This is an optimization exercise on Yosys and OpenROAD, whose aim is small area, not a production implementation.
In this exercise RTL edits were held to simulation tests only and were not proved equivalent to the original.
The clock port is modelled as an ideal driver; clocking choices that lean on that would not hold on a real chip.
Power is estimated from default activity; no workload was simulated.

==> flow/design.v <==
module prbsx (
    output     out_data_i ,  
    output     out_data_q ,  
    input      in_enable  ,  
    input      in_reset   ,  
    input      clock         
    );
   reg [9-1:0] data;
   assign out_data_i = data[8];
   assign out_data_q = data[6] ^ data[5];
   always @(posedge clock) begin
      if (in_reset)
        data <= 9'h1AA;
      else if (in_enable)
        data <= {data[7:0], data[8] ^ data[4]};
   end
endmodule
module tx_fcsg (
    output      out_ctrl_valid_8MHz   ,  
    output      out_ctrl_valid_1oTMHz ,  
    input wire  in_reset              ,  
    input wire  clock                    
   );
   reg [4:0] period_counter;
   always @(posedge clock) begin
      if (in_reset)
        period_counter <= 5'd0;
      else
        period_counter <= period_counter + 5'd1;
   end
   assign out_ctrl_valid_8MHz   = (period_counter[1:0] == 2'd1);
   assign out_ctrl_valid_1oTMHz = (period_counter      == 5'd1);
endmodule
module tx_srrc_rom(addr, m_sum, m_dif, s_sum, s_dif);
  input [4:0] addr;
  wire [4:0] addr;
  output [12:0] m_sum;
  wire [12:0] m_sum;
  output [12:0] m_dif;
  wire [12:0] m_dif;
  output s_sum;
  wire s_sum;
  output s_dif;
  wire s_dif;
  wire _000_;
  wire _001_;
  wire _002_;
  wire _003_;
  wire _004_;
  wire _005_;
  wire _006_;
  wire _007_;
  wire _008_;
  wire _009_;
  wire _010_;
  wire _011_;
  wire _012_;
  wire _013_;
  wire _014_;
  wire _015_;
  wire _016_;
  wire _017_;
  wire _018_;
  wire _019_;
  wire _020_;
  wire _021_;
  wire _022_;
  wire _023_;
  wire _024_;
  wire _025_;
  wire _026_;
  wire _027_;
  wire _028_;
  wire _029_;
  wire _030_;
  wire _031_;
  wire _032_;
  wire _033_;
  wire _034_;
  wire _035_;
  wire _036_;
  wire _037_;
  wire _038_;
  wire _039_;
  wire _040_;
  wire _041_;
  wire _042_;
  wire _043_;
  wire _044_;
  wire _045_;
  wire _046_;
  wire _047_;
  wire _048_;
  wire _049_;
  wire _050_;
  wire _051_;
  wire _052_;
  wire _053_;
  wire _054_;
  wire _055_;
  wire _056_;
  wire _057_;
  wire _058_;
  wire _059_;
  wire _060_;
  wire _061_;
  wire _062_;
  wire _063_;
  wire _064_;
  wire _065_;
  wire _066_;
  wire _067_;
  wire _068_;
  wire _069_;
  wire _070_;
  wire _071_;
  wire _072_;
  wire _073_;
  wire _074_;
  wire _075_;
  wire _076_;
  wire _077_;
  wire _078_;
  wire _079_;
  wire _080_;
  wire _081_;
  wire _082_;
  wire _083_;
  wire _084_;
  wire _085_;
  wire _086_;
  wire _087_;
  wire _088_;
  wire _089_;
  wire _090_;
  wire _091_;
  wire _092_;
  wire _093_;
  wire _094_;
  wire _095_;
  wire _096_;
  wire _097_;
  wire _098_;
  wire _099_;
  wire _100_;
  wire _101_;
  wire _102_;
  wire _103_;
  wire _104_;
  wire _105_;
  wire _106_;
  wire _107_;
  wire _108_;
  wire _109_;
  wire _110_;
  wire _111_;
  wire _112_;
  wire _113_;
  wire _114_;
  wire _115_;
  wire _116_;
  wire _117_;
  wire _118_;
  wire _119_;
  wire _120_;
  wire _121_;
  wire _122_;
  wire _123_;
  wire _124_;
  wire _125_;
  wire _126_;
  wire _127_;
  wire _128_;
  wire _129_;
  wire _130_;
  wire _131_;
  wire _132_;
  wire _133_;
  wire _134_;
  wire _135_;
  assign _074_ = 4'h4 >> addr[1:0];
  assign _075_ = 4'h8 >> { _074_, addr[4] };
  assign _076_ = 4'h4 >> { _075_, addr[3] };
  assign _077_ = 4'h2 >> { addr[2], addr[0] };
  assign _078_ = 4'h4 >> { _077_, addr[1] };
  assign _079_ = 4'h8 >> { _078_, addr[4] };
  assign _080_ = 4'h1 >> { _079_, _076_ };
  assign _081_ = 4'h2 >> addr[1:0];
  assign _082_ = 4'h1 >> { _081_, _074_ };
  assign _083_ = 4'h2 >> addr[4:3];
  assign _084_ = 4'h4 >> { addr[3], addr[1] };
  assign _085_ = 4'h1 >> { _084_, _083_ };
  assign _086_ = 4'h1 >> { _085_, _078_ };
  assign _087_ = 4'h4 >> { _086_, _082_ };
  assign _088_ = 4'h2 >> addr[2:1];
  assign _089_ = 4'h4 >> addr[2:1];
  assign _090_ = 4'h1 >> { _089_, _088_ };
  assign _091_ = 4'h1 >> { _090_, addr[4] };
  assign _092_ = 4'h8 >> { _091_, _087_ };
  assign m_dif[10] = 4'hd >> { _092_, _080_ };
  assign _093_ = 4'h4 >> addr[4:3];
  assign _094_ = 4'h4 >> { addr[2], addr[0] };
  assign _095_ = 4'h2 >> { _094_, _093_ };
  assign _096_ = 4'h4 >> { _081_, addr[4] };
  assign _097_ = 4'h1 >> { _096_, _075_ };
  assign m_sum[11] = 4'h1 >> { _097_, _095_ };
  assign m_dif[12] = 4'h4 >> { m_sum[11], m_dif[10] };
  assign _098_ = 4'h8 >> { _083_, addr[2] };
  assign _099_ = 4'h1 >> { _098_, _093_ };
  assign m_dif[11] = 4'h1 >> { _099_, _082_ };
  assign _100_ = 4'h8 >> { _074_, addr[2] };
  assign _101_ = 4'h4 >> { _100_, addr[3] };
  assign m_dif[9] = 4'he >> { _101_, _087_ };
  assign _102_ = 4'h1 >> { _096_, _093_ };
  assign _103_ = 4'h1 >> { _102_, _078_ };
  assign _104_ = 4'h8 >> { _083_, _074_ };
  assign _105_ = 4'h8 >> { _077_, addr[4] };
  assign _106_ = 4'h8 >> { _105_, addr[3] };
  assign _107_ = 4'h4 >> { _083_, _077_ };
  assign _108_ = 4'h1 >> { _107_, _100_ };
  assign _109_ = 4'h4 >> { _108_, _106_ };
  assign _110_ = 4'h1 >> { _109_, _104_ };
  assign m_dif[8] = 4'he >> { _110_, _103_ };
  assign _111_ = 4'h8 >> addr[4:3];
  assign _112_ = 4'h1 >> { _111_, _088_ };
  assign _113_ = 4'h1 >> { _112_, _105_ };
  assign _114_ = 4'h1 >> { _113_, _081_ };
  assign _115_ = 4'h1 >> { _114_, addr[3] };
  assign _116_ = 4'h8 >> { _090_, addr[4] };
  assign _117_ = 4'h2 >> { _116_, addr[2] };
  assign _118_ = 4'h1 >> { _090_, addr[0] };
  assign _119_ = 4'h4 >> { _118_, addr[4] };
  assign _120_ = 4'h2 >> { _119_, _117_ };
  assign _121_ = 4'h8 >> { _077_, addr[1] };
  assign _122_ = 4'h1 >> { _121_, _094_ };
  assign _123_ = 4'h2 >> { _122_, _111_ };
  assign _124_ = 4'h1 >> addr[1:0];
  assign _125_ = 4'h1 >> { addr[4], addr[2] };
  assign _126_ = 4'h8 >> { _125_, _124_ };
  assign _127_ = 4'h1 >> { _126_, _123_ };
  assign _128_ = 4'h4 >> { _127_, _120_ };
  assign m_dif[7] = 4'h4 >> { _128_, _115_ };
  assign _129_ = 4'h1 >> { _119_, _079_ };
  assign _130_ = 4'h1 >> { _129_, addr[3] };
  assign _131_ = 4'h8 >> addr[1:0];
  assign _132_ = 4'h8 >> { _131_, _117_ };
  assign _133_ = 4'h1 >> { _132_, _130_ };
  assign _134_ = 4'h4 >> { _111_, _090_ };
  assign _135_ = 4'h2 >> { _089_, addr[3] };
  assign _000_ = 4'h8 >> { _135_, _082_ };
  assign _001_ = 4'h1 >> { _000_, _134_ };
  assign m_dif[6] = 4'h7 >> { _001_, _133_ };
  assign _002_ = 4'h1 >> { _083_, _081_ };
  assign _003_ = 4'h2 >> { _124_, _107_ };
  assign _004_ = 4'h1 >> { _003_, _002_ };
  assign _005_ = 4'h2 >> addr[3:2];
  assign _006_ = 4'h1 >> { _005_, _075_ };
  assign _007_ = 4'h8 >> { _075_, addr[2] };
  assign _008_ = 4'h1 >> { _007_, _006_ };
  assign m_dif[5] = 4'he >> { _008_, _004_ };
  assign _009_ = 4'h1 >> { _116_, _091_ };
  assign _010_ = 4'h2 >> { _009_, _129_ };
  assign _011_ = 4'h4 >> { _098_, addr[0] };
  assign _012_ = 4'h1 >> { _011_, m_dif[11] };
  assign m_dif[4] = 4'h4 >> { _012_, _010_ };
  assign _013_ = 4'h2 >> { _010_, addr[3] };
  assign _014_ = 4'h2 >> { _077_, addr[4] };
  assign _015_ = 4'h4 >> { _014_, _094_ };
  assign _016_ = 4'h1 >> { _015_, _091_ };
  assign _017_ = 4'h4 >> { _016_, _013_ };
  assign _018_ = 4'h2 >> { _016_, _013_ };
  assign _019_ = 4'h1 >> { _018_, _017_ };
  assign _020_ = 4'h2 >> { _019_, addr[0] };
  assign _021_ = 4'h4 >> { addr[4], addr[0] };
  assign _022_ = 4'h1 >> addr[4:3];
  assign _023_ = 4'h1 >> { _022_, _021_ };
  assign _024_ = 4'h1 >> { _023_, _118_ };
  assign _025_ = 4'h1 >> { _131_, addr[2] };
  assign _026_ = 4'h1 >> { _025_, _112_ };
  assign m_dif[1] = 4'he >> { _026_, _024_ };
  assign _027_ = 4'h8 >> { _005_, addr[4] };
  assign _028_ = 4'h1 >> { _027_, addr[0] };
  assign _029_ = 4'h4 >> { _028_, m_dif[1] };
  assign _030_ = 4'h8 >> { _131_, addr[2] };
  assign _031_ = 4'h1 >> { _030_, _029_ };
  assign m_dif[3] = 4'h4 >> { _031_, _020_ };
  assign _032_ = 4'h2 >> { _089_, _084_ };
  assign _033_ = 4'h1 >> { _126_, _098_ };
  assign _034_ = 4'h4 >> { _033_, _032_ };
  assign _035_ = 4'h2 >> { _034_, _082_ };
  assign m_dif[2] = 4'hd >> { _035_, _019_ };
  assign _036_ = 4'h8 >> { _100_, addr[3] };
  assign _037_ = 4'h2 >> { _114_, _085_ };
  assign _038_ = 4'h8 >> { _037_, m_dif[5] };
  assign m_sum[10] = 4'he >> { _038_, _036_ };
  assign _039_ = 4'h1 >> { m_sum[11], m_dif[10] };
  assign _040_ = 4'h8 >> { _098_, addr[0] };
  assign _041_ = 4'h4 >> { _021_, _088_ };
  assign _042_ = 4'h4 >> { _041_, _135_ };
  assign _043_ = 4'h8 >> { _111_, _088_ };
  assign _044_ = 4'h4 >> { _005_, addr[1] };
  assign _045_ = 4'h1 >> { _044_, _043_ };
  assign _046_ = 4'h4 >> { _045_, _042_ };
  assign m_sum[2] = 4'h4 >> { _046_, _040_ };
  assign m_sum[9] = 4'h4 >> { m_sum[2], _039_ };
  assign _047_ = 4'h1 >> { _096_, _076_ };
  assign m_sum[8] = 4'hb >> { _047_, m_dif[9] };
  assign _048_ = 4'h8 >> { _022_, _082_ };
  assign _049_ = 4'h1 >> { _048_, _113_ };
  assign m_sum[7] = 4'h4 >> { _049_, _087_ };
  assign _050_ = 4'h8 >> { _010_, _135_ };
  assign _051_ = 4'h1 >> { addr[4], addr[1] };
  assign _052_ = 4'h8 >> { _051_, _034_ };
  assign _053_ = 4'h2 >> { _052_, _080_ };
  assign m_sum[6] = 4'hb >> { _053_, _050_ };
  assign _054_ = 4'h1 >> { _095_, _086_ };
  assign m_sum[5] = 4'h7 >> { _054_, _133_ };
  assign _055_ = 4'h1 >> { _040_, _081_ };
  assign _056_ = 4'h1 >> { _055_, _103_ };
  assign _057_ = 4'h2 >> { _030_, _022_ };
  assign _058_ = 4'h1 >> { _032_, _007_ };
  assign _059_ = 4'h4 >> { _058_, _057_ };
  assign m_sum[4] = 4'h4 >> { _059_, _056_ };
  assign _060_ = 4'h8 >> { _114_, _109_ };
  assign _061_ = 4'h1 >> { _060_, _027_ };
  assign _062_ = 4'h1 >> { _043_, _104_ };
  assign _063_ = 4'h4 >> { _062_, _011_ };
  assign m_sum[3] = 4'h7 >> { _063_, _061_ };
  assign _064_ = 4'h2 >> { m_dif[7], _075_ };
  assign _065_ = 4'h8 >> { _022_, _121_ };
  assign _066_ = 4'h2 >> { _065_, _034_ };
  assign m_sum[1] = 4'hb >> { _066_, _064_ };
  assign _067_ = 4'h8 >> { _061_, _005_ };
  assign _068_ = 4'h2 >> { m_dif[1], _131_ };
  assign _069_ = 4'h8 >> { _025_, _083_ };
  assign _070_ = 4'h1 >> { _124_, _113_ };
  assign _071_ = 4'h2 >> { _070_, _009_ };
  assign _072_ = 4'h1 >> { _071_, _069_ };
  assign _073_ = 4'h4 >> { _072_, _068_ };
  assign m_dif[0] = 4'h4 >> { _073_, _067_ };
  assign s_dif = 2'h1 >> addr[1];
  assign s_sum = 1'h0;
  assign { m_sum[12], m_sum[0] } = { 1'h0, m_dif[0] };
endmodule
module top_tx_srrc (
    output [13:0] o_data_i,
    output [13:0] o_data_q,
    input         i_prbs_enable,
    input         i_enable_srrc,
    input         i_soft_reset,
    input         clock
    );
   reg prbs_enable;
   reg enable_srrc;
   reg soft_reset;
   always @(posedge clock) begin
      prbs_enable <= i_prbs_enable;
      enable_srrc <= i_enable_srrc;
      soft_reset  <= ~i_soft_reset;
   end
   wire v8, v1;
   wire bit_i, bit_q;
   tx_fcsg u_tx_fcsg (
      .out_ctrl_valid_8MHz   (v8),
      .out_ctrl_valid_1oTMHz (v1),
      .in_reset              (soft_reset),
      .clock                 (clock)
   );
   prbsx u_prbsx (
      .out_data_i (bit_i),
      .out_data_q (bit_q),
      .in_enable  (prbs_enable & v1),
      .in_reset   (soft_reset),
      .clock      (clock)
   );
   reg [2:0] ph;     
   reg [1:0] pcol;   
   reg [1:0] rot;    
   always @(posedge clock) begin
      if (soft_reset) begin
         ph   <= 3'd0;
         pcol <= 2'd0;
         rot  <= 2'd0;
      end
      else if (enable_srrc) begin
         if (v1)
           ph <= 3'd0;
         else if (v8)
           ph <= ph + 3'd1;
         pcol <= v8 ? 2'd0 : pcol + 2'd1;
         rot  <= v1 ? 2'd0 : rot + 2'd1;
      end
   end
   wire [12:0] m_sum, m_dif;    
   wire        s_sum, s_dif;    
   tx_srrc_rom u_rom (
      .addr  ({ph, pcol}),
      .m_sum (m_sum),
      .m_dif (m_dif),
      .s_sum (s_sum),
      .s_dif (s_dif)
   );
   tx_srrc_ch u_ch_i (
      .out_srrc (o_data_i),
      .in_srrc  (bit_i),
      .m_sum    (m_sum),
      .m_dif    (m_dif),
      .s_sum    (s_sum),
      .s_dif    (s_dif),
      .rot      (rot),
      .in_reset (soft_reset),
      .in_enable(enable_srrc),
      .v8       (v8),
      .v1       (v1),
      .clock    (clock)
   );
   tx_srrc_ch u_ch_q (
      .out_srrc (o_data_q),
      .in_srrc  (bit_q),
      .m_sum    (m_sum),
      .m_dif    (m_dif),
      .s_sum    (s_sum),
      .s_dif    (s_dif),
      .rot      (rot),
      .in_reset (soft_reset),
      .in_enable(enable_srrc),
      .v8       (v8),
      .v1       (v1),
      .clock    (clock)
   );
endmodule
module tx_srrc_ch (
    output reg [13:0] out_srrc,
    input             in_srrc,
    input      [12:0] m_sum,
    input      [12:0] m_dif,
    input             s_sum,
    input             s_dif,
    input      [1:0]  rot,
    input             in_reset,
    input             in_enable,
    input             v8,
    input             v1,
    input             clock
    );
   reg [7:0]  shift_inp;   
   reg        drop;        
   reg [20:0] accum;       
   reg b0, b1;
   always @(*) begin
      case (rot)
        2'd0: begin b0 = drop;         b1 = shift_inp[7]; end
        2'd1: begin b0 = shift_inp[6]; b1 = shift_inp[5]; end
        2'd2: begin b0 = shift_inp[4]; b1 = shift_inp[3]; end
        default: begin b0 = shift_inp[2]; b1 = shift_inp[1]; end
      endcase
   end
   wire        x       = b0 ^ b1;
   wire        sel_dif = in_enable &  x;
   wire        sel_sum = in_enable & ~x;
   wire        neg     = in_enable & (b0 ^ (x ? s_dif : s_sum));
   wire [12:0] mag     = ({13{sel_dif}} & m_dif) | ({13{sel_sum}} & m_sum);
   wire [13:0] tx      = {neg, mag ^ {13{neg}}};
   wire [14:0] carry;
   wire [20:0] sum;
   assign carry[0] = neg;
   genvar gi;
   generate
      for (gi = 0; gi < 14; gi = gi + 1) begin : g_add
         assign sum[gi]     = accum[gi] ^ tx[gi] ^ carry[gi];
         assign carry[gi+1] = (accum[gi] & tx[gi]) | (carry[gi] & (accum[gi] ^ tx[gi]));
      end
   endgenerate
   wire       up = carry[14] & ~tx[13];
   wire       dn = ~carry[14] & tx[13];
   wire [7:0] all1, all0;    
   assign all1[0] = 1'b1;
   assign all0[0] = 1'b1;
   generate
      for (gi = 0; gi < 7; gi = gi + 1) begin : g_cnt
         assign all1[gi+1]  = all1[gi] &  accum[14+gi];
         assign all0[gi+1]  = all0[gi] & ~accum[14+gi];
         assign sum[14+gi]  = accum[14+gi] ^ ((up & all1[gi]) | (dn & all0[gi]));
      end
   endgenerate
   wire pos_sat = ~sum[20] &  (|sum[19:13]);
   wire neg_sat =  sum[20] & ~(&sum[19:13]);
   wire [13:0] sat = pos_sat ? 14'h1fff : neg_sat ? 14'h2000 : sum[13:0];
   wire clr = in_reset | (in_enable & v8);
   always @(posedge clock) begin
      accum <= clr ? 21'd0 : sum;
      if (in_reset) begin
         shift_inp <= 8'd0;
         drop      <= 1'b0;
         out_srrc  <= 14'd0;
      end
      else if (in_enable) begin
         if (v1) begin
            shift_inp <= {shift_inp[6:0], in_srrc};
            drop      <= shift_inp[7];
         end
         if (v8)
           out_srrc <= sat;
      end
   end
endmodule
==> flow/flow/run.sh <==
#!/bin/bash
# Own flow: the standard synthesis, then the combinational logic re-mapped for
# area (registers untouched; full adders kept, their polarities chosen to save
# inverters), then the standard ORFS layout with small port
# buffers and a clock tree of small buffers.
set -euo pipefail
W=$(pwd)
F=$W/flow
R=$W/orfs/results/$FLOW_PLATFORM/top_tx_srrc/base
YOSYS=$FLOW_HOME/../tools/install/yosys/bin/yosys

sed "s#\$(FLOW_FLOW_DIR)#$F#" $F/extra.mk >> $W/config.mk

bash $W/standard.sh synth > $W/flow_synth.log 2>&1

cp $R/1_2_yosys.v $W/std_1_2_yosys.v
export REOPT_LIB=$FLOW_HOME/platforms/$FLOW_PLATFORM/lib/sky130_fd_sc_hd__tt_025C_1v80.lib
export REOPT_TOP=$FLOW_TOP
export REOPT_IN=$W/std_1_2_yosys.v
export REOPT_OUT=$R/1_2_yosys.v
export REOPT_STAT=$W/reopt_stat.txt
export REOPT_DONT_USE="$(sed -n 's/.*DONT_USE_CELLS *+\?= *//p; /^ \+sky130/p' $FLOW_HOME/platforms/$FLOW_PLATFORM/config.mk | tr -d '\\' | tr -s ' \n' ' ')"
export REOPT_POL=$F/fa_polarity.py
export REOPT_TMP=$W
export REOPT_SCRIPT='+&get,-n;&st;&dch,-f;&nf,-R,1000;&put'
$YOSYS -c $F/reopt.tcl > $W/flow_reopt.log 2>&1
rm -f $R/1_synth.odb $R/1_synth.sdc

bash $W/standard.sh > $W/flow_layout.log 2>&1
==> flow/flow/extra.mk <==

export BUFFER_PORTS_ARGS = -buffer_cell sky130_fd_sc_hd__buf_1
# clock tree: small buffers, no dummy loads
export CTS_ARGS = -sink_clustering_enable -repair_clock_nets -dont_use_dummy_load -buf_list sky130_fd_sc_hd__clkbuf_4 -root_buf sky130_fd_sc_hd__clkbuf_4
# clock tree: upsize the buffers whose sinks see a high slew (flow/post_cts.tcl)
export POST_CTS_TCL = $(FLOW_FLOW_DIR)/post_cts.tcl
==> flow/flow/fa_polarity.py <==
#!/usr/bin/env python3
"""Choose the polarity of each full-adder cell so that fewer inverters sit
between full adders, flip-flops and ports.  FA(~a,~b,~c) = ~FA(a,b,c): a
flipped adder gets an inverter on each input and each output; the mapper then
cancels the inverter pairs.  Reads and writes a Yosys JSON netlist."""
import json, sys
from collections import defaultdict

FA = 'sky130_fd_sc_hd__fa_1'
src, dst, top = sys.argv[1], sys.argv[2], sys.argv[3]
d = json.load(open(src))
m = d['modules'][top]
cells = m['cells']

drv = {}
loads = defaultdict(list)
for pn, p in m['ports'].items():
    for b in p['bits']:
        if p['direction'] == 'input':
            drv[b] = ('PI', pn, None)
        else:
            loads[b].append(('PO', pn, None))
for cn, c in cells.items():
    for pin, bits in c['connections'].items():
        dirn = c.get('port_directions', {}).get(pin)
        for b in bits:
            if isinstance(b, str):
                continue
            if dirn == 'output':
                drv[b] = (c['type'], cn, pin)
            else:
                loads[b].append((c['type'], cn, pin))

def kind(t):
    if t == FA: return 'fa'
    if t == 'PI' or t == 'PO': return 'port'
    if 'dfxtp' in t: return 'ff'
    return None

# edges: (src_cell or None, dst_cell or None, parity) between boundary pins
edges = []
for cn, c in cells.items():
    if c['type'] != FA:
        continue
    for pin in ('A', 'B', 'CIN'):
        b = c['connections'][pin][0]
        par = 0
        while not isinstance(b, str) and b in drv and drv[b][0] == '$_NOT_':
            par ^= 1
            b = cells[drv[b][1]]['connections']['A'][0]
        if isinstance(b, str) or b not in drv:
            continue
        t, sc, sp = drv[b]
        k = kind(t)
        if k is None:
            continue
        edges.append((sc if k == 'fa' else None, cn, par))
# FA outputs to flip-flop inputs or ports through inverters only
for cn, c in cells.items():
    if c['type'] != FA:
        continue
    for pin in ('SUM', 'COUT'):
        stack = [(c['connections'][pin][0], 0)]
        while stack:
            b, par = stack.pop()
            for t, lc, lp in loads[b]:
                if t == '$_NOT_':
                    stack.append((cells[lc]['connections']['Y'][0], par ^ 1))
                elif kind(t) in ('ff', 'port'):
                    edges.append((cn, None, par))

fas = [cn for cn, c in cells.items() if c['type'] == FA]
p = {cn: 0 for cn in fas}
def cost():
    return sum((par ^ (p[s] if s else 0) ^ (p[t] if t else 0)) for s, t, par in edges)
inc = defaultdict(list)
for e in edges:
    if e[0]: inc[e[0]].append(e)
    if e[1]: inc[e[1]].append(e)
before = cost()
changed = True
while changed:
    changed = False
    for f in fas:
        def local():
            return sum((par ^ (p[s] if s else 0) ^ (p[t] if t else 0)) for s, t, par in inc[f])
        c0 = local(); p[f] ^= 1; c1 = local()
        if c1 < c0:
            changed = True
        else:
            p[f] ^= 1
after = cost()

nxt = max([b for c in cells.values() for bits in c['connections'].values() for b in bits if not isinstance(b, str)] +
          [b for pp in m['ports'].values() for b in pp['bits'] if not isinstance(b, str)]) + 1
n_not = 0
def new_not(a, y):
    global n_not
    n_not += 1
    cells['$fapol$not%d' % n_not] = {'hide_name': 1, 'type': '$_NOT_', 'parameters': {}, 'attributes': {},
        'port_directions': {'A': 'input', 'Y': 'output'}, 'connections': {'A': [a], 'Y': [y]}}
def root(b):
    par = 0
    while not isinstance(b, str) and b in drv and drv[b][0] == '$_NOT_':
        par ^= 1
        b = cells[drv[b][1]]['connections']['A'][0]
    return b, par
# roots of the FA inputs, taken before any rewiring
fa_in = {}
for f in fas:
    fa_in[f] = {pin: root(cells[f]['connections'][pin][0]) for pin in ('A', 'B', 'CIN')}
# flipped adders drive new nets; the old output nets keep their value through one inverter
phys = {}   # old output bit -> (new physical bit, parity of physical relative to old)
for f in fas:
    if not p[f]:
        continue
    con = cells[f]['connections']
    for pin in ('SUM', 'COUT'):
        b = con[pin][0]; nb = nxt; nxt += 1
        con[pin] = [nb]; new_not(nb, b)
        phys[b] = (nb, 1)
inv_cache = {}
def inverted(b):
    if b not in inv_cache:
        global nxt
        nb = nxt; nxt += 1
        new_not(b, nb); inv_cache[b] = nb
    return inv_cache[b]
n_swap = 0
for f in fas:
    con = cells[f]['connections']
    newcon = {}
    carry_pin = None
    for pin in ('A', 'B', 'CIN'):
        rb, par = fa_in[f][pin]
        if not isinstance(rb, str) and rb in drv and drv[rb][0] == FA and drv[rb][2] == 'COUT':
            carry_pin = pin
        need = par ^ p[f]
        if not isinstance(rb, str) and rb in phys:
            rb, pp = phys[rb]
            need ^= pp
        newcon[pin] = [inverted(rb) if need else rb]
    # the three inputs are interchangeable: the carry goes to CIN, the fastest input
    if carry_pin is not None and carry_pin != 'CIN':
        newcon[carry_pin], newcon['CIN'] = newcon['CIN'], newcon[carry_pin]
        n_swap += 1
    for pin in ('A', 'B', 'CIN'):
        con[pin] = newcon[pin]
json.dump(d, open(dst, 'w'))
print('fa_polarity: %d adders, %d flipped, boundary inverters %d -> %d, %d carries moved to CIN' % (len(fas), sum(p.values()), before, after, n_swap))
==> flow/flow/post_cts.tcl <==
# Resize the clock tree buffers for the clock-pin slew limit: the CTS builds the
# whole tree from one small buffer type; a buffer that drives flip-flop clock
# pins seeing a slew above the target gets the next larger clock buffer, and a
# buffer that drives only buffers is upsized only if their input slew is high.
set target 0.115
set target_tree 0.250
set next(sky130_fd_sc_hd__clkbuf_4) sky130_fd_sc_hd__clkbuf_8
set next(sky130_fd_sc_hd__clkbuf_8) sky130_fd_sc_hd__clkbuf_16
for {set pass 0} {$pass < 3} {incr pass} {
  estimate_parasitics -placement
  set n_up 0
  foreach inst [get_cells clkbuf_*] {
    set net [get_nets -of_objects [get_pins [get_full_name $inst]/X]]
    set worst 0
    set has_ff 0
    foreach p [get_pins -of_objects $net -filter "direction == input"] {
      if {[get_property $p is_register_clock]} { set has_ff 1 }
      set s [get_property $p slew_max]
      if {$s > $worst} { set worst $s }
    }
    set lim [expr {$has_ff ? $target : $target_tree}]
    set ref [get_property $inst ref_name]
    if {$worst > $lim && [info exists next($ref)]} {
      replace_cell $inst $next($ref)
      incr n_up
    }
  }
  puts "post_cts pass $pass: resized $n_up clock buffers"
  if {$n_up == 0} { break }
}
estimate_parasitics -placement
detailed_placement
check_placement -verbose
==> flow/flow/reopt.tcl <==
# Re-map the combinational logic of the standard synthesis netlist for area.
# The registers stay as they are (same instances, names and cell types).
yosys -import
set lib $::env(REOPT_LIB)
set top $::env(REOPT_TOP)
read_liberty -ignore_miss_func $lib
read_verilog $::env(REOPT_IN)
hierarchy -top $top
# sequential cells stay black boxes, so flatten only dissolves combinational cells
foreach c {dfxtp_1 conb_1 fa_1} { blackbox sky130_fd_sc_hd__$c }
flatten
yosys rename -hide w:_*
opt_clean -purge
blackbox sky130_fd_sc_hd__*
opt -purge
# choose full-adder polarities (flow/fa_polarity.py), then map
write_json $::env(REOPT_TMP)/pre_pol.json
puts [exec python3 $::env(REOPT_POL) $::env(REOPT_TMP)/pre_pol.json $::env(REOPT_TMP)/post_pol.json $top]
design -reset
read_json $::env(REOPT_TMP)/post_pol.json
hierarchy -top $top
set du {}
foreach c $::env(REOPT_DONT_USE) { lappend du -dont_use $c }
abc -liberty $lib {*}$du -script $::env(REOPT_SCRIPT)
opt_clean -purge
setundef -zero
hilomap -singleton -hicell sky130_fd_sc_hd__conb_1 HI -locell sky130_fd_sc_hd__conb_1 LO
splitnets
opt_clean -purge
#insbuf
tee -o $::env(REOPT_STAT) stat -liberty $lib
write_verilog -noattr -nohex -nodec $::env(REOPT_OUT)
==> flow/standard.sh <==
#!/bin/bash
# synth_recipe.tcl (not shown) runs the flow's synth.tcl, then flattens the netlist and writes it again
# the make line also repeats each setting of config.mk as NAME=value (left out here)
make -C /OpenROAD-flow-scripts/flow DESIGN_CONFIG=/design/flow/config.mk WORK_HOME=/design/flow/orfs CLKGATE_MAP_FILE= SYNTH_SCRIPT=/design/flow/synth_recipe.tcl "${@:-finish}"
==> flow/config.mk <==
export PLATFORM = sky130hd
export DESIGN_NAME = top_tx_srrc
export DESIGN_NICKNAME = top_tx_srrc
export VERILOG_FILES = /design/flow/design.v
export SDC_FILE = /design/flow/constraint.sdc
export NUM_CORES = 4
export LEC_CHECK = 0
export ABC_AREA = 1
export CAP_MARGIN = 20
export CORE_MARGIN = 2
export CORE_UTILIZATION = 65
export GPL_TIMING_DRIVEN = 0
export SLEW_MARGIN = 20

# Settings of this version's own flow (appended to bench's config.mk by run.sh)
# port buffers: the smallest buffer
export BUFFER_PORTS_ARGS = -buffer_cell sky130_fd_sc_hd__buf_1
# clock tree: small buffers, no dummy loads
export CTS_ARGS = -sink_clustering_enable -repair_clock_nets -dont_use_dummy_load -buf_list sky130_fd_sc_hd__clkbuf_4 -root_buf sky130_fd_sc_hd__clkbuf_4
# clock tree: upsize the buffers whose sinks see a high slew (flow/post_cts.tcl)
export POST_CTS_TCL = /design/flow/flow/post_cts.tcl
==> flow/constraint.sdc <==
create_clock -name core_clock -period 12.0 [get_ports {clock}]
set_input_delay 2.4000 -clock core_clock [delete_from_list [all_inputs] [get_ports {clock}]]
set_output_delay 2.4000 -clock core_clock [all_outputs]
set_load 0.01 [all_outputs]
==> impl_results.html, run 1 <==
<table>
<tr><th>Metric</th><th>Value</th></tr>
<tr><th colspan="2">Global routing</th></tr>
<tr><td>Initial antenna violation count</td><td>0</td></tr>
<tr><td>GR Util met3</td><td>4.46%</td></tr>
<tr><td>GR met1 Demand/Resource</td><td>35.6%</td></tr>
<tr><td>Global-route congestion overflow total</td><td>0</td></tr>
<tr><td>Wire length of the first global-routing pass</td><td>20.0 mm</td></tr>
<tr><td>Maximum number of pins on one net before global-route repair</td><td>40</td></tr>
<tr><td>Most Used Layer, Global Route</td><td>met2</td></tr>
<tr><td>Met2 track utilization from global routing</td><td>48.9%</td></tr>
<tr><td>Global router's overall resource usage</td><td>28.0%</td></tr>
<tr><td>Via count of the first global-routing pass</td><td>4196</td></tr>
<tr><th colspan="2">Placed design</th></tr>
<tr><td>Total half-perimeter wirelength after legalization and detailed placement</td><td>9.11 mm</td></tr>
<tr><td>IO buf count</td><td>31</td></tr>
<tr><td>Routability congestion estimate from global placement</td><td>1.03</td></tr>
<tr><th colspan="2">Die</th></tr>
<tr><td>I/O pin count</td><td>32</td></tr>
<tr><td>Chip height</td><td>96.0 um</td></tr>
<tr><td>Total die area</td><td>9220 um^2</td></tr>
<tr><td>Initial core utilization</td><td>67.0%</td></tr>
<tr><td>Die width</td><td>96.0 um</td></tr>
<tr><td>Standard cell core area</td><td>8220 um^2</td></tr>
<tr><td>Placement row count</td><td>33</td></tr>
<tr><th colspan="2">Synth</th></tr>
<tr><td>Syn Std Cell Area</td><td>5500 um^2</td></tr>
<tr><td>Syn Inst Count</td><td>648</td></tr>
<tr><td>Net count after synthesis</td><td>678</td></tr>
<tr><td>Post-Synthesis Mean Instance Area</td><td>8.49 um^2</td></tr>
<tr><td>Ys Warns</td><td>4</td></tr>
<tr><th colspan="2">Timing</th></tr>
<tr><td>FMAX</td><td>92.9 MHz</td></tr>
<tr><td>Max-slew violation total from the final report</td><td>0</td></tr>
<tr><td>Sum Neg Setup Slack</td><td>0 ns</td></tr>
<tr><td>Final Critical Period</td><td>10.77 ns</td></tr>
<tr><td>Share of the cycle needed by the critical path after routing</td><td>89.7%</td></tr>
<tr><td>Max Clock Skew</td><td>0.0308 ns</td></tr>
<tr><td>Number of endpoints with negative hold slack in the final report</td><td>0</td></tr>
<tr><td>Final setup fails</td><td>0</td></tr>
<tr><td>RSZ-0062 raised after global routing</td><td>no</td></tr>
<tr><td>Worst rel slew slack</td><td>30.2%</td></tr>
<tr><td>Transition time at the pin with the least slew margin</td><td>1.05 ns</td></tr>
<tr><th colspan="2">Worst hold path</th></tr>
<tr><td>Number of stages on the worst hold path</td><td>2</td></tr>
<tr><td>Worst hold path class</td><td>flip-flop to flip-flop</td></tr>
<tr><th colspan="2">Routing</th></tr>
<tr><td>Total length of routed wires</td><td>12.3 mm</td></tr>
<tr><td>Routed via count</td><td>4661</td></tr>
<tr><td>Starting DRC count in detailed routing</td><td>371</td></tr>
<tr><td>Count of TritonRoute iterations in the first routing pass</td><td>6</td></tr>
<tr><td>Remaining DRCs</td><td>0</td></tr>
<tr><td>Vias per Instance</td><td>5.86</td></tr>
<tr><td>Routed length per placed instance</td><td>15.5 um</td></tr>
<tr><td>Remaining antenna violation count</td><td>0</td></tr>
<tr><th colspan="2">Clock tree</th></tr>
<tr><td>Clock Sinks</td><td>112</td></tr>
<tr><td>Clock transition at the register clock pins on the worst setup and hold paths after CTS</td><td>0.09 ns</td></tr>
<tr><td>Clock tree from TritonCTS</td><td>built</td></tr>
<tr><td>Worst-skew pair later-pin latency</td><td>0.47 ns</td></tr>
<tr><th colspan="2">Cells and area</th></tr>
<tr><td>Filler cell count in the final layout</td><td>676</td></tr>
<tr><td>Number of inserted diodes</td><td>0</td></tr>
<tr><td>Fraction of final layout cells with drive strength greater than 1</td><td>2.46%</td></tr>
<tr><td>Area growth, synth to finish</td><td>7.82%</td></tr>
<tr><td>Count of nets after finishing</td><td>723</td></tr>
<tr><th colspan="2">Power</th></tr>
<tr><td>Static leakage</td><td>2.34 nW</td></tr>
<tr><td>Total power</td><td>0.861 mW</td></tr>
<tr><td>Total power per unit cell area</td><td>145 nW/um^2</td></tr>
<tr><td>IR Drop Worst-Case VDD</td><td>0.0000861 V</td></tr>
<tr><th colspan="2">Worst setup path</th></tr>
<tr><td>Number of cell instances on the worst register-to-register path</td><td>31</td></tr>
<tr><td>Worst endpoint data arrival time</td><td>11.14 ns</td></tr>
<tr><td>Type of origin of the critical path</td><td>flip-flop</td></tr>
<tr><td>Largest stage delay on the critical path</td><td>0.82 ns</td></tr>
<tr><td>Worst EP required</td><td>12.38 ns</td></tr>
<tr><td>Largest fanout of any net on the critical path</td><td>18</td></tr>
<tr><td>Most common cell type on the critical path</td><td>sky130_fd_sc_hd__fa_1</td></tr>
<tr><td>Critical Path Slowest Stage Cell</td><td>sky130_fd_sc_hd__a21oi_1</td></tr>
<tr><td>Element type at the critical path end</td><td>flip-flop</td></tr>
<tr><td>Classification of the worst setup path</td><td>flip-flop to flip-flop</td></tr>
<tr><th colspan="2">Run status</th></tr>
<tr><td>Status</td><td>timing/DRC/antenna clean</td></tr>
<tr><th colspan="2">Flow run</th></tr>
<tr><td>Max_cap viols</td><td>0</td></tr>
</table>
report_power, final:
part	switching, mW	internal (mW)
Combinational	0.140	0.0960
Sequential	0.0337	0.415
Clock	0.109	0.0668
sequential cells by signal (all words and copies together), names as in the netlist, 2 cells and up:
register / count
u_ch_i.shift_inp: 8
pcol: 2
u_ch_i.out_srrc: 14
u_prbsx.data: 9
u_ch_q.accum: 21
u_ch_q.out_srrc: 14
ph: 3
u_ch_i.accum: 21
u_ch_q.shift_inp: 8
rot: 2
u_tx_fcsg.period_counter: 5
critical path: cells and delay by family, from the launching register on:
kind            cells  cell delay, ns
fa+ha+maj          13            5.31
simple gates        8            2.16
compound gates      6            1.69
flops               1            0.73
xor+xnor            2            0.33
buf+inv             1            0.30
mux                 1            0.18
path summary, 6_finish.rpt:
check / startpoint / endpoint / slack (ns)
min: u_prbsx.data[7] / u_prbsx.data[8] / 0.45
max reg2reg: ph[0] / u_ch_i.out_srrc[0] / 1.23
min reg2reg: u_prbsx.data[7] / u_prbsx.data[8] / 0.45
max: ph[0] / u_ch_i.out_srrc[0] / 1.23
through the flow:
stage / setup WS, ns / utilization, % / std cells / instance area (um^2) / hold WS (ns)
finish: 1.23 / 72.2 / 796 / 5930 / 0.445
global route: 0.560 / 72.2 / 796 / 5930 / 0.471
detailed placement: 1.34 / 70.7 / 787 / 5810 / 0.435
global placement: 0.607 / 70.0 / 784 / 5750 / 0.425
floorplan: 2.25 / - / 648 / 5500 / 0.415
cell type report:
type / instances / area, um^2 / share of cell area, %
Tap cell: 105 / 131 / 2.21
Clock buffer: 9 / 123 / 2.07
Multi-Input combinational cell: 530 / 3260 / 54.9
Inverter: 6 / 22.5 / 0.380
Timing Repair Buffer: 34 / 159 / 2.68
Sequential cell: 112 / 2240 / 37.8
placed cells by master, fill, tap and decap left out, types with 13 or more instances in the layout:
cell type	instances
sky130_fd_sc_hd__nor3_1	24
sky130_fd_sc_hd__fa_1	26
sky130_fd_sc_hd__nor2_1	105
sky130_fd_sc_hd__nand2b_1	13
sky130_fd_sc_hd__a21oi_1	36
sky130_fd_sc_hd__dfxtp_1	111
sky130_fd_sc_hd__buf_1	31
sky130_fd_sc_hd__nand2_1	97
sky130_fd_sc_hd__and2_0	37
sky130_fd_sc_hd__xnor2_1	31
sky130_fd_sc_hd__xor2_1	23
sky130_fd_sc_hd__o22ai_1	24
sky130_fd_sc_hd__o21ai_0	47
layer usage:
metal | routed length (um) | vias to the layer above | part of all wire [%]
met5 | 0 | - | 0
met2 | 6190 | 134 | 50
met1 | 5360 | 2209 | 43
met3 | 528 | 20 | 4.3
li1 | - | 2298 | -
met4 | 257 | 0 | 2.1
==> run 2, diff against run 1 <==
--- a/flow/config.mk
+++ b/flow/config.mk
@@ -8,7 +8,7 @@
 export ABC_AREA = 1
 export CAP_MARGIN = 20
 export CORE_MARGIN = 2
-export CORE_UTILIZATION = 65
+export CORE_UTILIZATION = 80
 export GPL_TIMING_DRIVEN = 0
 export SLEW_MARGIN = 20
 
==> impl_results.html, run 2 <==
<table>
<tr><th>Metric</th><th>Value</th></tr>
<tr><th colspan="2">Routing</th></tr>
<tr><td>Met2 layer wire length in the routed design</td><td>5.85 mm (-5.4%)</td></tr>
<tr><td>Vias per Instance</td><td>6.21 (+6.0%)</td></tr>
<tr><td>Routed met3 length</td><td>721 um (+37%)</td></tr>
<tr><td>Count of TritonRoute iterations in the first routing pass</td><td>7 (+1)</td></tr>
<tr><td>Remaining antenna violation count</td><td>0 (unchanged)</td></tr>
<tr><td>Starting DRC count in detailed routing</td><td>719 (+94%)</td></tr>
<tr><td>Total length of routed wires</td><td>11.9 mm (-3.1%)</td></tr>
<tr><td>Met1 WL</td><td>4.93 mm (-7.9%)</td></tr>
<tr><td>Routed via count</td><td>4793 (+2.8%)</td></tr>
<tr><td>Routed length per placed instance</td><td>15.5 um (-0.11%)</td></tr>
<tr><td>Remaining DRCs</td><td>0 (unchanged)</td></tr>
<tr><td>Highest routing layer actually used</td><td>met4</td></tr>
<tr><th colspan="2">Timing</th></tr>
<tr><td>RSZ-0062 raised after global routing</td><td>no</td></tr>
<tr><td>FMAX</td><td>89.4 MHz (-3.8%)</td></tr>
<tr><td>Number of endpoints with negative hold slack in the final report</td><td>0 (unchanged)</td></tr>
<tr><td>Max Clock Skew</td><td>0.0282 ns (-0.00259 ns)</td></tr>
<tr><td>Share of the cycle needed by the critical path after routing</td><td>93.2% (+3.5 points)</td></tr>
<tr><td>Sum Neg Setup Slack</td><td>0 ns (unchanged)</td></tr>
<tr><td>Worst rel slew slack</td><td>31.2% (+0.97 points)</td></tr>
<tr><td>Final Critical Period</td><td>11.19 ns (+0.420 ns)</td></tr>
<tr><td>Transition time at the pin with the least slew margin</td><td>1.03 ns (-0.0145 ns)</td></tr>
<tr><td>Max-slew violation total from the final report</td><td>0 (unchanged)</td></tr>
<tr><td>Final setup fails</td><td>0 (unchanged)</td></tr>
<tr><th colspan="2">Global routing</th></tr>
<tr><td>Maximum number of pins on one net before global-route repair</td><td>40 (unchanged)</td></tr>
<tr><td>Global-route congestion overflow total</td><td>0 (unchanged)</td></tr>
<tr><td>Via count of the first global-routing pass</td><td>4566 (+8.8%)</td></tr>
<tr><td>Wire length of the first global-routing pass</td><td>20.6 mm (+3.0%)</td></tr>
<tr><td>Initial antenna violation count</td><td>0 (unchanged)</td></tr>
<tr><td>Global router's overall resource usage</td><td>34.3% (+6.3 points)</td></tr>
<tr><th colspan="2">Die</th></tr>
<tr><td>Die width</td><td>86.9 um (-9.5%)</td></tr>
<tr><td>Initial core utilization</td><td>81.9% (+15 points)</td></tr>
<tr><td>I/O pin count</td><td>32 (unchanged)</td></tr>
<tr><td>Placement row count</td><td>30 (-9.1%)</td></tr>
<tr><td>Chip height</td><td>86.9 um (-9.5%)</td></tr>
<tr><td>Standard cell core area</td><td>6720 um^2 (-18%)</td></tr>
<tr><td>Total die area</td><td>7560 um^2 (-18%)</td></tr>
<tr><th colspan="2">Worst setup path</th></tr>
<tr><td>Type of origin of the critical path</td><td>flip-flop</td></tr>
<tr><td>Critical Path Slowest Stage Cell</td><td>sky130_fd_sc_hd__a21oi_1</td></tr>
<tr><td>Element type at the critical path end</td><td>flip-flop</td></tr>
<tr><td>Largest fanout of any net on the critical path</td><td>18 (unchanged)</td></tr>
<tr><td>Setup slack of the worst register-to-register path</td><td>0.81 ns (-0.42 ns)</td></tr>
<tr><td>Worst endpoint data arrival time</td><td>11.53 ns (+0.39 ns)</td></tr>
<tr><td>Most common cell type on the critical path</td><td>sky130_fd_sc_hd__fa_1</td></tr>
<tr><td>Worst EP required</td><td>12.35 ns (-0.03 ns)</td></tr>
<tr><td>Largest stage delay on the critical path</td><td>0.81 ns (about the same)</td></tr>
<tr><td>Classification of the worst setup path</td><td>flip-flop to flip-flop</td></tr>
<tr><th colspan="2">Clock tree</th></tr>
<tr><td>Clock Sinks</td><td>112 (unchanged)</td></tr>
<tr><td>Worst-skew pair later-pin latency</td><td>0.46 ns (about the same)</td></tr>
<tr><td>Clock tree from TritonCTS</td><td>built</td></tr>
<tr><td>Clock transition at the register clock pins on the worst setup and hold paths after CTS</td><td>0.11 ns (+0.02 ns)</td></tr>
<tr><th colspan="2">Placed design</th></tr>
<tr><td>DP Cell Count</td><td>763 (-3.0%)</td></tr>
<tr><td>Routability congestion estimate from global placement</td><td>1.12 (+8.9%)</td></tr>
<tr><td>Total half-perimeter wirelength after legalization and detailed placement</td><td>8.60 mm (-5.6%)</td></tr>
<tr><td>IO buf count</td><td>31 (unchanged)</td></tr>
<tr><th colspan="2">Synth</th></tr>
<tr><td>Syn Std Cell Area</td><td>5500 um^2 (unchanged)</td></tr>
<tr><td>Net count after synthesis</td><td>678 (unchanged)</td></tr>
<tr><td>Ys Warns</td><td>4 (unchanged)</td></tr>
<tr><td>Syn Inst Count</td><td>648 (unchanged)</td></tr>
<tr><td>Post-Synthesis Mean Instance Area</td><td>8.49 um^2 (unchanged)</td></tr>
<tr><th colspan="2">Cells and area</th></tr>
<tr><td>Post-layout instance count excluding filler cells</td><td>772 (-3.0%)</td></tr>
<tr><td>Count of nets after finishing</td><td>724 (+0.14%)</td></tr>
<tr><td>Commonest non-fill, non-tap cell in the layout</td><td>sky130_fd_sc_hd__dfxtp_1</td></tr>
<tr><td>Filler cell count in the final layout</td><td>369 (-45%)</td></tr>
<tr><td>Area growth, synth to finish</td><td>6.80%</td></tr>
<tr><td>Top flop regs</td><td>u_ch_i.accum: 21 flops, u_ch_q.accum: 21 flops</td></tr>
<tr><td>Fraction of final layout cells with drive strength greater than 1</td><td>2.31% (-0.15 points)</td></tr>
<tr><td>Number of inserted diodes</td><td>0 (unchanged)</td></tr>
<tr><td>Final standard cell utilization of the core</td><td>87.5% (+15 points)</td></tr>
<tr><td>Area taken by multi-input logic gates</td><td>3250 um^2 (-0.15%)</td></tr>
<tr><td>Area used by sequential logic in the layout</td><td>2240 um^2 (unchanged)</td></tr>
<tr><td>Most used cells in the layout excluding fill and tap cells</td><td>sky130_fd_sc_hd__dfxtp_1, sky130_fd_sc_hd__nor2_1, sky130_fd_sc_hd__nand2_1</td></tr>
<tr><th colspan="2">Run status</th></tr>
<tr><td>Status</td><td>timing/DRC/antenna clean</td></tr>
<tr><th colspan="2">Flow run</th></tr>
<tr><td>Max_cap viols</td><td>0 (unchanged)</td></tr>
<tr><th colspan="2">Power</th></tr>
<tr><td>IR Drop Worst-Case VDD</td><td>0.000110 V (+28%)</td></tr>
<tr><td>Static leakage</td><td>2.32 nW (-0.44%)</td></tr>
<tr><td>Total power per unit cell area</td><td>145 nW/um^2 (-0.18%)</td></tr>
<tr><th colspan="2">Worst hold path</th></tr>
<tr><td>Worst hold path class</td><td>flip-flop to flip-flop</td></tr>
</table>
## run 2: cell type report
class	instances	share of cell area [%]
multi-input cells	530	55.3
well taps	80	1.70
repair buffers	35	2.77
clock buffers	9	1.68
inverters	6	0.383
flip-flops and latches	112	38.2
## run 2: metal layers
metal  vias up  GRT usage, %
li1       2301             -
met1      2227          43.2
met2       203          57.5
met3        62          7.39
met4         0          13.5
met5         -             0
## run 2: path summary, 6_finish.rpt
kind,from,endpoint,depth (start not counted)
hold reg to reg,u_prbsx.data[1],u_prbsx.data[2],2
setup reg to reg,ph[0],u_ch_i.out_srrc[9],29
setup / recovery,ph[0],u_ch_i.out_srrc[9],29
hold / removal,u_prbsx.data[1],u_prbsx.data[2],2
## run 2: where the power goes
part           leakage, nW  switching (mW)  internal [mW]
logic                 1.36           0.143         0.0971
clock network       0.0544           0.109         0.0528
registers            0.914          0.0342          0.415
total                 2.32           0.286          0.565
## run 2: metrics by stage
step	worst slack [ns]	total power, mW	hold WS (ns)	area, um^2
after detailed placement	1.02	0.692	0.432	5780
after global placement	1.10	0.671	0.423	5720
after floorplan	2.25	0.623	0.415	5500
final	0.814	0.851	0.450	5880
after global routing	0.244	0.907	0.466	5880
## run 2: critical path, delay by kind of cell (launching register included)
family,cells,cell delay (ns)
mux,2,0.62
flops,1,0.77
fa+ha+maj,13,5.22
simple gates,7,1.77
buf+inv,2,0.61
compound gates,4,1.92
xor+xnor,1,0.15
==> run 3, diff against run 2 <==
--- a/flow/flow/run.sh
+++ b/flow/flow/run.sh
@@ -22,7 +22,7 @@
 export REOPT_DONT_USE="$(sed -n 's/.*DONT_USE_CELLS *+\?= *//p; /^ \+sky130/p' $FLOW_HOME/platforms/$FLOW_PLATFORM/config.mk | tr -d '\\' | tr -s ' \n' ' ')"
 export REOPT_POL=$F/fa_polarity.py
 export REOPT_TMP=$W
-export REOPT_SCRIPT='+&get,-n;&st;&dch,-f;&nf,-R,1000;&put'
+export REOPT_SCRIPT='+strash;dc2;dch,-f;amap'
 $YOSYS -c $F/reopt.tcl > $W/flow_reopt.log 2>&1
 rm -f $R/1_synth.odb $R/1_synth.sdc
 
--- a/flow/flow/post_cts.tcl
+++ b/flow/flow/post_cts.tcl
@@ -2,7 +2,7 @@
 # whole tree from one small buffer type; a buffer that drives flip-flop clock
 # pins seeing a slew above the target gets the next larger clock buffer, and a
 # buffer that drives only buffers is upsized only if their input slew is high.
-set target 0.115
+set target 0.120
 set target_tree 0.250
 set next(sky130_fd_sc_hd__clkbuf_4) sky130_fd_sc_hd__clkbuf_8
 set next(sky130_fd_sc_hd__clkbuf_8) sky130_fd_sc_hd__clkbuf_16
==> impl_results.html, run 3 <==
<table>
<tr><th>Metric</th><th>Value</th></tr>
<tr><th colspan="2">Run status</th></tr>
<tr><td>Status</td><td>timing/DRC/antenna clean</td></tr>
<tr><th colspan="2">Routing</th></tr>
<tr><td>Count of TritonRoute iterations in the first routing pass</td><td>9 (+2)</td></tr>
<tr><td>Vias per Instance</td><td>6.44 (+3.8%)</td></tr>
<tr><td>Routed length per placed instance</td><td>16.4 um (+6.0%)</td></tr>
<tr><td>Total length of routed wires</td><td>13.2 mm (+10%)</td></tr>
<tr><td>Routed via count</td><td>5173 (+7.9%)</td></tr>
<tr><td>Remaining DRCs</td><td>0 (unchanged)</td></tr>
<tr><td>Starting DRC count in detailed routing</td><td>699 (-2.8%)</td></tr>
<tr><td>Remaining antenna violation count</td><td>0 (unchanged)</td></tr>
<tr><th colspan="2">Placed design</th></tr>
<tr><td>IO buf count</td><td>31 (unchanged)</td></tr>
<tr><td>Area post-placement</td><td>5700 um^2 (-1.4%)</td></tr>
<tr><td>Routability congestion estimate from global placement</td><td>1.11 (-0.94%)</td></tr>
<tr><td>Total half-perimeter wirelength after legalization and detailed placement</td><td>8.89 mm (+3.4%)</td></tr>
<tr><th colspan="2">Worst setup path</th></tr>
<tr><td>Setup slack of the worst register-to-register path</td><td>0.69 ns (-0.12 ns)</td></tr>
<tr><td>Largest fanout of any net on the critical path</td><td>14 (-4)</td></tr>
<tr><td>Critical Path Slowest Stage Cell</td><td>sky130_fd_sc_hd__dfxtp_1</td></tr>
<tr><td>Largest stage delay on the critical path</td><td>0.64 ns (-0.17 ns)</td></tr>
<tr><td>Type of origin of the critical path</td><td>flip-flop</td></tr>
<tr><td>Critical Path Start</td><td>pcol[0]</td></tr>
<tr><td>Endpoint of the worst register-to-register path</td><td>u_ch_i.out_srrc[10]</td></tr>
<tr><td>Worst EP required</td><td>12.38 ns (+0.03 ns)</td></tr>
<tr><td>Critical path capture point</td><td>u_ch_i.out_srrc[10]</td></tr>
<tr><td>Startpoint of the worst register-to-register path</td><td>pcol[0]</td></tr>
<tr><td>Worst endpoint data arrival time</td><td>11.69 ns (+0.16 ns)</td></tr>
<tr><td>Most common cell type on the critical path</td><td>sky130_fd_sc_hd__fa_1</td></tr>
<tr><td>Element type at the critical path end</td><td>flip-flop</td></tr>
<tr><td>Number of cell instances on the worst register-to-register path</td><td>36 (+24%)</td></tr>
<tr><td>Classification of the worst setup path</td><td>flip-flop to flip-flop</td></tr>
<tr><th colspan="2">Cells and area</th></tr>
<tr><td>Number of inserted diodes</td><td>0 (unchanged)</td></tr>
<tr><td>Commonest non-fill, non-tap cell in the layout</td><td>sky130_fd_sc_hd__nor2_1</td></tr>
<tr><td>Count of nets after finishing</td><td>755 (+4.3%)</td></tr>
<tr><td>Most used cells in the layout excluding fill and tap cells</td><td>sky130_fd_sc_hd__nor2_1, sky130_fd_sc_hd__dfxtp_1, sky130_fd_sc_hd__clkinv_1</td></tr>
<tr><td>Design Area, Final</td><td>5800 um^2 (-1.3%)</td></tr>
<tr><td>Fraction of final layout cells with drive strength greater than 1</td><td>1.94% (-0.38 points)</td></tr>
<tr><td>Top flop regs</td><td>u_ch_i.accum: 21 flops, u_ch_q.accum: 21 flops</td></tr>
<tr><td>Area growth, synth to finish</td><td>6.72% (about the same)</td></tr>
<tr><th colspan="2">Die</th></tr>
<tr><td>Standard cell core area</td><td>6680 um^2 (-0.56%)</td></tr>
<tr><td>Chip height</td><td>86.4 um (-0.58%)</td></tr>
<tr><td>I/O pin count</td><td>32 (unchanged)</td></tr>
<tr><td>Initial core utilization</td><td>81.4% (-0.53 points)</td></tr>
<tr><td>Placement row count</td><td>30 (unchanged)</td></tr>
<tr><td>Total die area</td><td>7470 um^2 (-1.1%)</td></tr>
<tr><td>Die width</td><td>86.4 um (-0.58%)</td></tr>
<tr><th colspan="2">Global routing</th></tr>
<tr><td>Initial antenna violation count</td><td>0 (unchanged)</td></tr>
<tr><td>Via count of the first global-routing pass</td><td>4859 (+6.4%)</td></tr>
<tr><td>Maximum number of pins on one net before global-route repair</td><td>43 (+7.5%)</td></tr>
<tr><td>Global-route congestion overflow total</td><td>0 (unchanged)</td></tr>
<tr><td>Global router's overall resource usage</td><td>37.0% (+2.7 points)</td></tr>
<tr><td>Wire length of the first global-routing pass</td><td>21.9 mm (+6.1%)</td></tr>
<tr><th colspan="2">Clock tree</th></tr>
<tr><td>Worst-skew pair later-pin latency</td><td>0.46 ns (about the same)</td></tr>
<tr><td>Clock tree from TritonCTS</td><td>built</td></tr>
<tr><td>Clock Sinks</td><td>112 (unchanged)</td></tr>
<tr><td>Clock transition at the register clock pins on the worst setup and hold paths after CTS</td><td>0.12 ns (about the same)</td></tr>
<tr><th colspan="2">Timing</th></tr>
<tr><td>Max Clock Skew</td><td>0.0397 ns (+0.0115 ns)</td></tr>
<tr><td>Worst rel slew slack</td><td>45.9% (+15 points)</td></tr>
<tr><td>Sum Neg Setup Slack</td><td>0 ns (unchanged)</td></tr>
<tr><td>Transition time at the pin with the least slew margin</td><td>0.811 ns (-0.221 ns)</td></tr>
<tr><td>Final setup fails</td><td>0 (unchanged)</td></tr>
<tr><td>FMAX</td><td>88.5 MHz (-1.1%)</td></tr>
<tr><td>Share of the cycle needed by the critical path after routing</td><td>94.2% (+0.99 points)</td></tr>
<tr><td>RSZ-0062 raised after global routing</td><td>no</td></tr>
<tr><td>Max-slew violation total from the final report</td><td>0 (unchanged)</td></tr>
<tr><td>Final Critical Period</td><td>11.31 ns (+0.119 ns)</td></tr>
<tr><td>Number of endpoints with negative hold slack in the final report</td><td>0 (unchanged)</td></tr>
<tr><th colspan="2">Synth</th></tr>
<tr><td>Syn Inst Count</td><td>681 (+5.1%)</td></tr>
<tr><td>Syn Std Cell Area</td><td>5440 um^2 (-1.2%)</td></tr>
<tr><td>Net count after synthesis</td><td>711 (+4.9%)</td></tr>
<tr><td>Ys Warns</td><td>4 (unchanged)</td></tr>
<tr><td>Post-Synthesis Mean Instance Area</td><td>7.98 um^2 (-6.0%)</td></tr>
<tr><th colspan="2">Power</th></tr>
<tr><td>Static leakage</td><td>2.13 nW (-8.5%)</td></tr>
<tr><td>Total power per unit cell area</td><td>135 nW/um^2 (-6.5%)</td></tr>
<tr><td>Part of the power in combinational logic</td><td>24.4% (-3.8 points)</td></tr>
<tr><td>Internal cell power</td><td>0.533 mW (-5.7%)</td></tr>
<tr><td>Portion of total power attributed to sequential cells</td><td>55.0% (+2.2 points)</td></tr>
<tr><td>IR Drop Worst-Case VDD</td><td>0.000107 V (-3.1%)</td></tr>
<tr><td>Sw Share</td><td>32.2% (-1.5 points)</td></tr>
<tr><td>Relative contribution of the clock network to total power</td><td>20.6% (+1.6 points)</td></tr>
<tr><td>Power spent charging and discharging nets</td><td>0.253 mW (-12%)</td></tr>
<tr><th colspan="2">Flow run</th></tr>
<tr><td>Max_cap viols</td><td>0 (unchanged)</td></tr>
<tr><th colspan="2">Worst hold path</th></tr>
<tr><td>Worst hold path class</td><td>flip-flop to flip-flop</td></tr>
</table>
run 3: per-stage QoR:
step                hold slack, ns  utilization, %  instances  total power [mW]  setup WS (ns)
floorplan                    0.415               -        681             0.564           2.27
global placement             0.429            84.6        792             0.603          0.934
detailed placement           0.453            85.3        794             0.616          0.971
global route                 0.481            86.9        803             0.823          0.172
finish                       0.465            86.9        803             0.785          0.694
run 3: worst min-delay path by stage:
stage | depth (start not counted) | slack, ns | start | to
global route | 2 | 0.48 | u_ch_i.shift_inp[0] | u_ch_i.shift_inp[1]
global placement | 1 | 0.43 | u_tx_fcsg.period_counter[0] | u_tx_fcsg.period_counter[0]
finish | 2 | 0.47 | u_ch_q.out_srrc[6] | u_ch_q.out_srrc[6]
detailed placement | 2 | 0.45 | u_ch_q.out_srrc[6] | u_ch_q.out_srrc[6]
floorplan | 1 | 0.41 | u_tx_fcsg.period_counter[0] | u_tx_fcsg.period_counter[0]
run 3: power groups by stage:
stage                     registers [mW]  logic, mW  clock network, mW
final                              0.432      0.191              0.162
after global placement             0.437      0.166                  0
after global routing               0.436      0.212              0.175
after detailed placement           0.439      0.178                  0
after floorplan                    0.439      0.125                  0
run 3: layout make-up:
type / count / area, um^2
multi-input cells: 474 / 2850
clock buffers: 9 / 98.8
inverters: 95 / 358
flip-flops and latches: 112 / 2240
repair buffers: 33 / 151
well taps: 80 / 100
fillers: 358 / 878
run 3: worst max-delay path, delay by kind of cell, from the launching register on:
kind / cells / cell delay (ns)
fa+ha+maj: 13 / 5.36
buf+inv: 1 / 0.43
compound gates: 9 / 1.87
simple gates: 13 / 2.90
flops: 1 / 0.64
run 3: routing by layer:
metal	routed length, um	global-route usage [%]
met1	5090	45.6
met2	6380	62.5
met3	1180	10.0
met4	535	13.6
met5	0	0
==> run 4, diff against run 3 <==
--- a/flow/flow/post_cts.tcl
+++ b/flow/flow/post_cts.tcl
@@ -2,7 +2,7 @@
 # whole tree from one small buffer type; a buffer that drives flip-flop clock
 # pins seeing a slew above the target gets the next larger clock buffer, and a
 # buffer that drives only buffers is upsized only if their input slew is high.
-set target 0.120
+set target 0.110
 set target_tree 0.250
 set next(sky130_fd_sc_hd__clkbuf_4) sky130_fd_sc_hd__clkbuf_8
 set next(sky130_fd_sc_hd__clkbuf_8) sky130_fd_sc_hd__clkbuf_16
==> impl_results.html, run 4 <==
<table>
<tr><th>Metric</th><th>Value</th></tr>
<tr><th colspan="2">Global routing</th></tr>
<tr><td>Maximum number of pins on one net before global-route repair</td><td>43 (unchanged)</td></tr>
<tr><td>Initial antenna violation count</td><td>0 (unchanged)</td></tr>
<tr><td>Global router's overall resource usage</td><td>38.0% (+0.94 points)</td></tr>
<tr><td>Global-route congestion overflow total</td><td>0 (unchanged)</td></tr>
<tr><td>Via count of the first global-routing pass</td><td>4890 (+0.64%)</td></tr>
<tr><th colspan="2">Die</th></tr>
<tr><td>Total die area</td><td>7470 um^2 (unchanged)</td></tr>
<tr><td>Die width</td><td>86.4 um (unchanged)</td></tr>
<tr><td>I/O pin count</td><td>32 (unchanged)</td></tr>
<tr><td>Placement row count</td><td>30 (unchanged)</td></tr>
<tr><td>Standard cell core area</td><td>6680 um^2 (unchanged)</td></tr>
<tr><td>Initial core utilization</td><td>81.4% (unchanged)</td></tr>
<tr><td>Chip height</td><td>86.4 um (unchanged)</td></tr>
<tr><th colspan="2">Worst setup path</th></tr>
<tr><td>Kind of cell with the highest combined delay on the critical path</td><td>adder cells</td></tr>
<tr><td>Element type at the critical path end</td><td>flip-flop</td></tr>
<tr><td>Setup slack of the worst register-to-register path</td><td>0.61 ns (-0.08 ns)</td></tr>
<tr><td>Largest stage delay on the critical path</td><td>0.79 ns (+0.15 ns)</td></tr>
<tr><td>Endpoint of the worst register-to-register path</td><td>u_ch_i.out_srrc[10]</td></tr>
<tr><td>Startpoint of the worst register-to-register path</td><td>pcol[1]</td></tr>
<tr><td>Most common cell type on the critical path</td><td>sky130_fd_sc_hd__fa_1</td></tr>
<tr><td>Number of cell instances on the worst register-to-register path</td><td>34 (-5.6%)</td></tr>
<tr><td>Worst EP required</td><td>12.37 ns (about the same)</td></tr>
<tr><td>Type of origin of the critical path</td><td>flip-flop</td></tr>
<tr><td>Worst endpoint data arrival time</td><td>11.76 ns (+0.07 ns)</td></tr>
<tr><td>Buffers and inverters on the worst path</td><td>3 (+2)</td></tr>
<tr><th colspan="2">Timing</th></tr>
<tr><td>Max-slew violation total from the final report</td><td>0 (unchanged)</td></tr>
<tr><td>Final Critical Period</td><td>11.39 ns (+0.0850 ns)</td></tr>
<tr><td>Sum Neg Setup Slack</td><td>0 ns (unchanged)</td></tr>
<tr><td>Max Clock Skew</td><td>0.0224 ns (-0.0173 ns)</td></tr>
<tr><td>Worst rel slew slack</td><td>42.9% (-3.0 points)</td></tr>
<tr><td>RSZ-0062 raised after global routing</td><td>no</td></tr>
<tr><td>Final setup fails</td><td>0 (unchanged)</td></tr>
<tr><td>FMAX</td><td>87.8 MHz (-0.75%)</td></tr>
<tr><td>Share of the cycle needed by the critical path after routing</td><td>94.9% (+0.71 points)</td></tr>
<tr><td>Number of endpoints with negative hold slack in the final report</td><td>0 (unchanged)</td></tr>
<tr><th colspan="2">Synth</th></tr>
<tr><td>Net count after synthesis</td><td>711 (unchanged)</td></tr>
<tr><td>Post-Synthesis Mean Instance Area</td><td>7.98 um^2 (unchanged)</td></tr>
<tr><td>Syn Inst Count</td><td>681 (unchanged)</td></tr>
<tr><td>Ys Warns</td><td>4 (unchanged)</td></tr>
<tr><th colspan="2">Clock tree</th></tr>
<tr><td>Clock tree from TritonCTS</td><td>built</td></tr>
<tr><td>Clock Sinks</td><td>112 (unchanged)</td></tr>
<tr><td>Clock transition at the register clock pins on the worst setup and hold paths after CTS</td><td>0.10 ns (-0.02 ns)</td></tr>
<tr><td>Worst-skew pair later-pin latency</td><td>0.46 ns (about the same)</td></tr>
<tr><th colspan="2">Routing</th></tr>
<tr><td>Routed via count</td><td>5207 (+0.66%)</td></tr>
<tr><td>Total length of routed wires</td><td>13.5 mm (+2.5%)</td></tr>
<tr><td>Routed length per placed instance</td><td>16.8 um (+2.5%)</td></tr>
<tr><td>Count of TritonRoute iterations in the first routing pass</td><td>6 (-3)</td></tr>
<tr><td>Remaining DRCs</td><td>0 (unchanged)</td></tr>
<tr><td>Starting DRC count in detailed routing</td><td>824 (+18%)</td></tr>
<tr><td>Vias per Instance</td><td>6.48 (+0.66%)</td></tr>
<tr><td>Remaining antenna violation count</td><td>0 (unchanged)</td></tr>
<tr><th colspan="2">Cells and area</th></tr>
<tr><td>Commonest non-fill, non-tap cell in the layout</td><td>sky130_fd_sc_hd__nor2_1</td></tr>
<tr><td>Most used cells in the layout excluding fill and tap cells</td><td>sky130_fd_sc_hd__nor2_1, sky130_fd_sc_hd__dfxtp_1, sky130_fd_sc_hd__clkinv_1</td></tr>
<tr><td>Count of nets after finishing</td><td>755 (unchanged)</td></tr>
<tr><td>Fraction of final layout cells with drive strength greater than 1</td><td>1.94% (unchanged)</td></tr>
<tr><td>Number of inserted diodes</td><td>0 (unchanged)</td></tr>
<tr><td>Top flop regs</td><td>u_ch_i.accum: 21 flops, u_ch_q.accum: 21 flops</td></tr>
<tr><td>Design Area, Final</td><td>5830 um^2 (+0.41%)</td></tr>
<tr><td>Area growth, synth to finish</td><td>7.16%</td></tr>
<tr><th colspan="2">Power</th></tr>
<tr><td>IR Drop Worst-Case VDD</td><td>0.000134 V (+26%)</td></tr>
<tr><td>Total power per unit cell area</td><td>138 nW/um^2 (+2.1%)</td></tr>
<tr><td>Static leakage</td><td>2.14 nW (+0.48%)</td></tr>
<tr><th colspan="2">Run status</th></tr>
<tr><td>Status</td><td>timing/DRC/antenna clean</td></tr>
<tr><th colspan="2">Worst hold path</th></tr>
<tr><td>Worst hold path class</td><td>flip-flop to flip-flop</td></tr>
<tr><td>Beginning of the worst hold path</td><td>u_ch_q.out_srrc[4]</td></tr>
<tr><td>Number of stages on the worst hold path</td><td>2 (unchanged)</td></tr>
<tr><td>Hold Crit Endpoint</td><td>u_ch_q.out_srrc[4]</td></tr>
<tr><th colspan="2">Placed design</th></tr>
<tr><td>Area post-placement</td><td>5700 um^2 (unchanged)</td></tr>
<tr><td>IO buf count</td><td>31 (unchanged)</td></tr>
<tr><td>Total half-perimeter wirelength after legalization and detailed placement</td><td>8.89 mm (unchanged)</td></tr>
<tr><td>Routability congestion estimate from global placement</td><td>1.11 (unchanged)</td></tr>
<tr><th colspan="2">Flow run</th></tr>
<tr><td>Max_cap viols</td><td>0 (unchanged)</td></tr>
</table>
==> run 4: layer usage <==
| metal | track usage (%) | up-vias | wire length (um) | share of wire (%) |
|---|---|---|---|---|
| li1 | - | 2445 | - | - |
| met1 | 46.3 | 2377 | 5260 | 39 |
| met2 | 63.1 | 302 | 6500 | 48 |
| met3 | 10.6 | 83 | 1170 | 8.7 |
| met4 | 16.3 | 0 | 566 | 4.2 |
| met5 | 0 | - | 0 | 0 |
==> run 4: area by class of cell <==
class	count	area [um^2]
multi-input cells	474	2850
clock buffers	9	123
well taps	80	100
repair buffers	33	151
flip-flops and latches	112	2240
fillers	354	855
inverters	95	358
==> run 4: how the worst max path moves through the flow <==
stage / from / to / slack [ns] / depth (start not counted)
2_1_floorplan: rot[1] / u_ch_q.out_srrc[10] / 2.27 / 31
3_3_place_gp: rot[1] / u_ch_q.out_srrc[12] / 0.93 / 31
3_5_place_dp: pcol[1] / u_ch_q.out_srrc[12] / 0.97 / 33
5_1_grt: pcol[1] / u_ch_i.out_srrc[10] / 0.06 / 34
6_report: pcol[1] / u_ch_i.out_srrc[10] / 0.61 / 34
==> run 4: where the power goes <==
part | leakage [nW] | internal, mW | switching [mW]
clock | 0.0647 | 0.0668 | 0.110
sequential | 0.913 | 0.407 | 0.0256
combinational | 1.16 | 0.0735 | 0.121
==> run 4: tightest hold or removal path: cells and delay by family (launching register included) <==
kind | cells | cell delay (ns)
buf+inv | 1 | 0.04
flops | 1 | 0.32
compound gates | 1 | 0.06
==> run 4: through the flow <==
| step | utilization, % | total power [mW] | setup WS (ns) | hold WS (ns) | cells |
|---|---|---|---|---|---|
| floorplan | - | 0.564 | 2.27 | 0.415 | 681 |
| global placement | 84.6 | 0.603 | 0.934 | 0.429 | 792 |
| detailed placement | 85.3 | 0.616 | 0.971 | 0.453 | 794 |
| global route | 87.2 | 0.841 | 0.0649 | 0.482 | 803 |
| finish | 87.2 | 0.805 | 0.609 | 0.463 | 803 |

Setup slack of run 4, layout unchanged: 0.609 ns with ideal ports, 0.609 ns with driving cells assumed (clock clkbuf_16, inputs buf_2), 0.609 ns with port delays also shifted by the 0.484 ns mid clock arrival.
